What follows belongs to an exercise in optimizing a design on an open flow for a short achievable clock period and few clock cycles; a production flow would make more cautious choices. At most, simulation tests tie the RTL to the original design; equivalence was not proved. The clock port is modelled as an ideal driver, which makes a skipped or thinned clock tree look cheaper than it is; a real chip needs a root buffer or a tree. No activity file was given, so power comes from the tool's default toggle rates.

// top
module top (
    input logic clk,
    input logic reset,
    output logic [4:0] curr_inst_addr,
    input logic [15:0] curr_inst,
    output logic write_enable_dmem,
    output logic [3:0] write_addr_dmem,
    output logic [7:0] write_data_dmem,
    output logic halted
);
Settings: LEC_CHECK=0, CAP_MARGIN=20, CORE_MARGIN=2, CORE_UTILIZATION=40, PLACE_DENSITY=0.65, SETUP_SLACK_MARGIN=3.0, SLEW_MARGIN=20, SYNTH_HIERARCHICAL=1, SYNTH_MINIMUM_KEEP_SIZE=0; clock period 4.2 ns.
standard.sh (not shown) runs the stock make flow with config.mk's settings and CLKGATE_MAP_FILE= SYNTH_SCRIPT=/design/flow/synth_recipe.tcl, a recipe that flattens the netlist after the stock synthesis.
==> flow/flow/run.sh <==
#!/bin/bash
# Own flow: the standard layout (standard.sh) with two changes:
#  - the clock tree is built by flow/pre_cts.tcl (a two-level balanced tree,
#    see flow/mycts.tcl) instead of TritonCTS;
#  - the cells in flow/dont_use.txt are kept out of synthesis and timing
#    repair: the platform's own DONT_USE_CELLS list, plus full and half adders,
#    slow 3- and 4-input OR/NOR and AOI/OAI cells, 4-input muxes and delay
#    cells, so that abc and the resizer build the logic from faster cells.
# Every tool's output goes to the ORFS logs under orfs/logs and to standard.log.
set -euo pipefail
export PRE_CTS_TCL="$PWD/flow/pre_cts.tcl"
du="$(tr '\n' ' ' < flow/dont_use.txt)"
sed "s|\"\${@:-finish}\"|DONT_USE_CELLS=\"$du\" \"\${@:-finish}\"|" standard.sh > standard_du.sh
bash standard_du.sh ${FLOW_STANDARD_TARGETS:-} > standard.log 2>&1
Other scripts of this flow, unchanged in this note and not shown: flow/flow/dont_use.txt, flow/flow/mycts.tcl, flow/flow/pre_cts.tcl
The baseline ran to the end with no violations.
Testbench counts at the start, summed over its fixed seeds: cycles 24,759.
Rerun with:
--- a/flow/config.mk
+++ b/flow/config.mk
@@ -11,2 +11 @@
-export PLACE_DENSITY = 0.65
-export SETUP_SLACK_MARGIN = 3.0
+export SETUP_SLACK_MARGIN = 2.7
Result:
- routed wire length falls by a little under a tenth
- sequential cell count does not change
- synthesized cell count stays the same
- sequential power rises slightly
- clock power is about the same
- setup slack gets better by 16 ps
- global-route usage falls by 2.7 points
- design area falls by roughly a tenth
- critical path depth falls by 6
- sequential share of layout area rises by 4.6 points
- worst hold slack gets worse by 28 ps
In every run of this note, the design's own scripts or RTL, not TritonCTS, make the clock network.

* * *

top, a different RTL version from the one above (not shown whole).
Size in the first run: ~2700 cells after synthesis, about 37 I/O pins.
export LEC_CHECK = 0
export CAP_MARGIN = 20
export CORE_MARGIN = 2
export CORE_UTILIZATION = 40
export SETUP_SLACK_MARGIN = 3.0
export SLEW_MARGIN = 20
export SYNTH_HIERARCHICAL = 1
export SYNTH_MINIMUM_KEEP_SIZE = 0
create_clock -name core_clock -period 4.2 [get_ports {clk}]
==> flow/flow/run.sh <==
#!/bin/bash
# Own flow: the standard layout (standard.sh) with two changes:
#  - the clock tree is built by flow/pre_cts.tcl (a two-level balanced tree)
#    instead of TritonCTS, and flow/post_cts.tcl repairs setup once more;
#  - full- and half-adder cells are added to DONT_USE_CELLS (flow/dont_use.txt
#    is the platform's list plus those), so abc maps adders as plain gates.
# Every tool's output goes to the ORFS logs under orfs/logs and to standard.log.
set -euo pipefail
export PRE_CTS_TCL="$PWD/flow/pre_cts.tcl"
export POST_CTS_TCL="$PWD/flow/post_cts.tcl"
du="$(tr '\n' ' ' < flow/dont_use.txt)"
sed "s|\"\${@:-finish}\"|DONT_USE_CELLS=\"$du\" \"\${@:-finish}\"|" standard.sh > standard_nofa.sh
bash standard_nofa.sh ${FLOW_STANDARD_TARGETS:-} > standard.log 2>&1
==> flow/flow/post_cts.tcl <==
# POST_CTS_TCL hook: one more setup repair after ORFS's own, without the
# same-footprint restriction, then legalise the placement again.
estimate_parasitics -placement
repair_timing -setup -setup_margin $::env(SETUP_SLACK_MARGIN) -repair_tns 100 -verbose
detailed_placement
Other scripts of this flow, unchanged in this note and not shown: flow/flow/dont_use.txt, flow/flow/mycts.tcl, flow/flow/pre_cts.tcl
The first run completed with no timing, DRC or antenna violations.
Rerun with:
--- a/flow/flow/run.sh
+++ b/flow/flow/run.sh
@@ -4 +4 @@
-#    instead of TritonCTS, and flow/post_cts.tcl repairs setup once more;
+#    instead of TritonCTS;
@@ -10 +9,0 @@
-export POST_CTS_TCL="$PWD/flow/post_cts.tcl"
removed: flow/flow/post_cts.tcl
After rerunning: The new run completed without violations; die area is unchanged; synthesized cell count does not change; final cell count goes down by 0.30%; sequential cell count is unchanged; maximum frequency went up by 0.39%; wire length hardly moves; design area stays flat; utilization stays flat; critical path depth is unchanged; area after synthesis does not change.
No run of this note included a check of the RTL's function; only the layout flow was run. In every run of this note, the design's own scripts or RTL, not TritonCTS, make the clock network.

static timing again, ports no longer ideal:
The flow's constraints put no driver on any port. The routed layouts listed below were extracted and timed again, unchanged, in two steps. Step 1: set_driving_cell puts a clkbuf_16 on clk and a buf_2 on each other input, an assumption about the parent block. Step 2 times the ports against the registers' clock, not the clock port: input delays grow and output delays shrink by t, the midpoint of the rising clock arrivals with the driver on. a / b / c = ideal ports / drivers / drivers and shift; a / b = the first two.
run	t (ns)	setup slack, ns	latest minus earliest clock arrival (ns)	worst register clock-pin slew, ns
the first run of note 1	0.497	2.423 / 2.303 / 1.978	0.045 / 0.045	0.11 / 0.11
the second run of note 1	0.486	2.439 / 2.307 / 2.089	0.046 / 0.045	0.11 / 0.11
the first run of note 2	0.500	2.312 / 2.243 / 2.009	0.060 / 0.061	0.11 / 0.11
the second run of note 2	0.503	2.320 / 2.190 / 1.988	0.058 / 0.058	0.11 / 0.11
After both steps setup and hold are still met in every run listed. The setup slack of the first run of note 1, which loses most, moves by -0.120 ns with the drivers and by -0.445 ns with both steps.
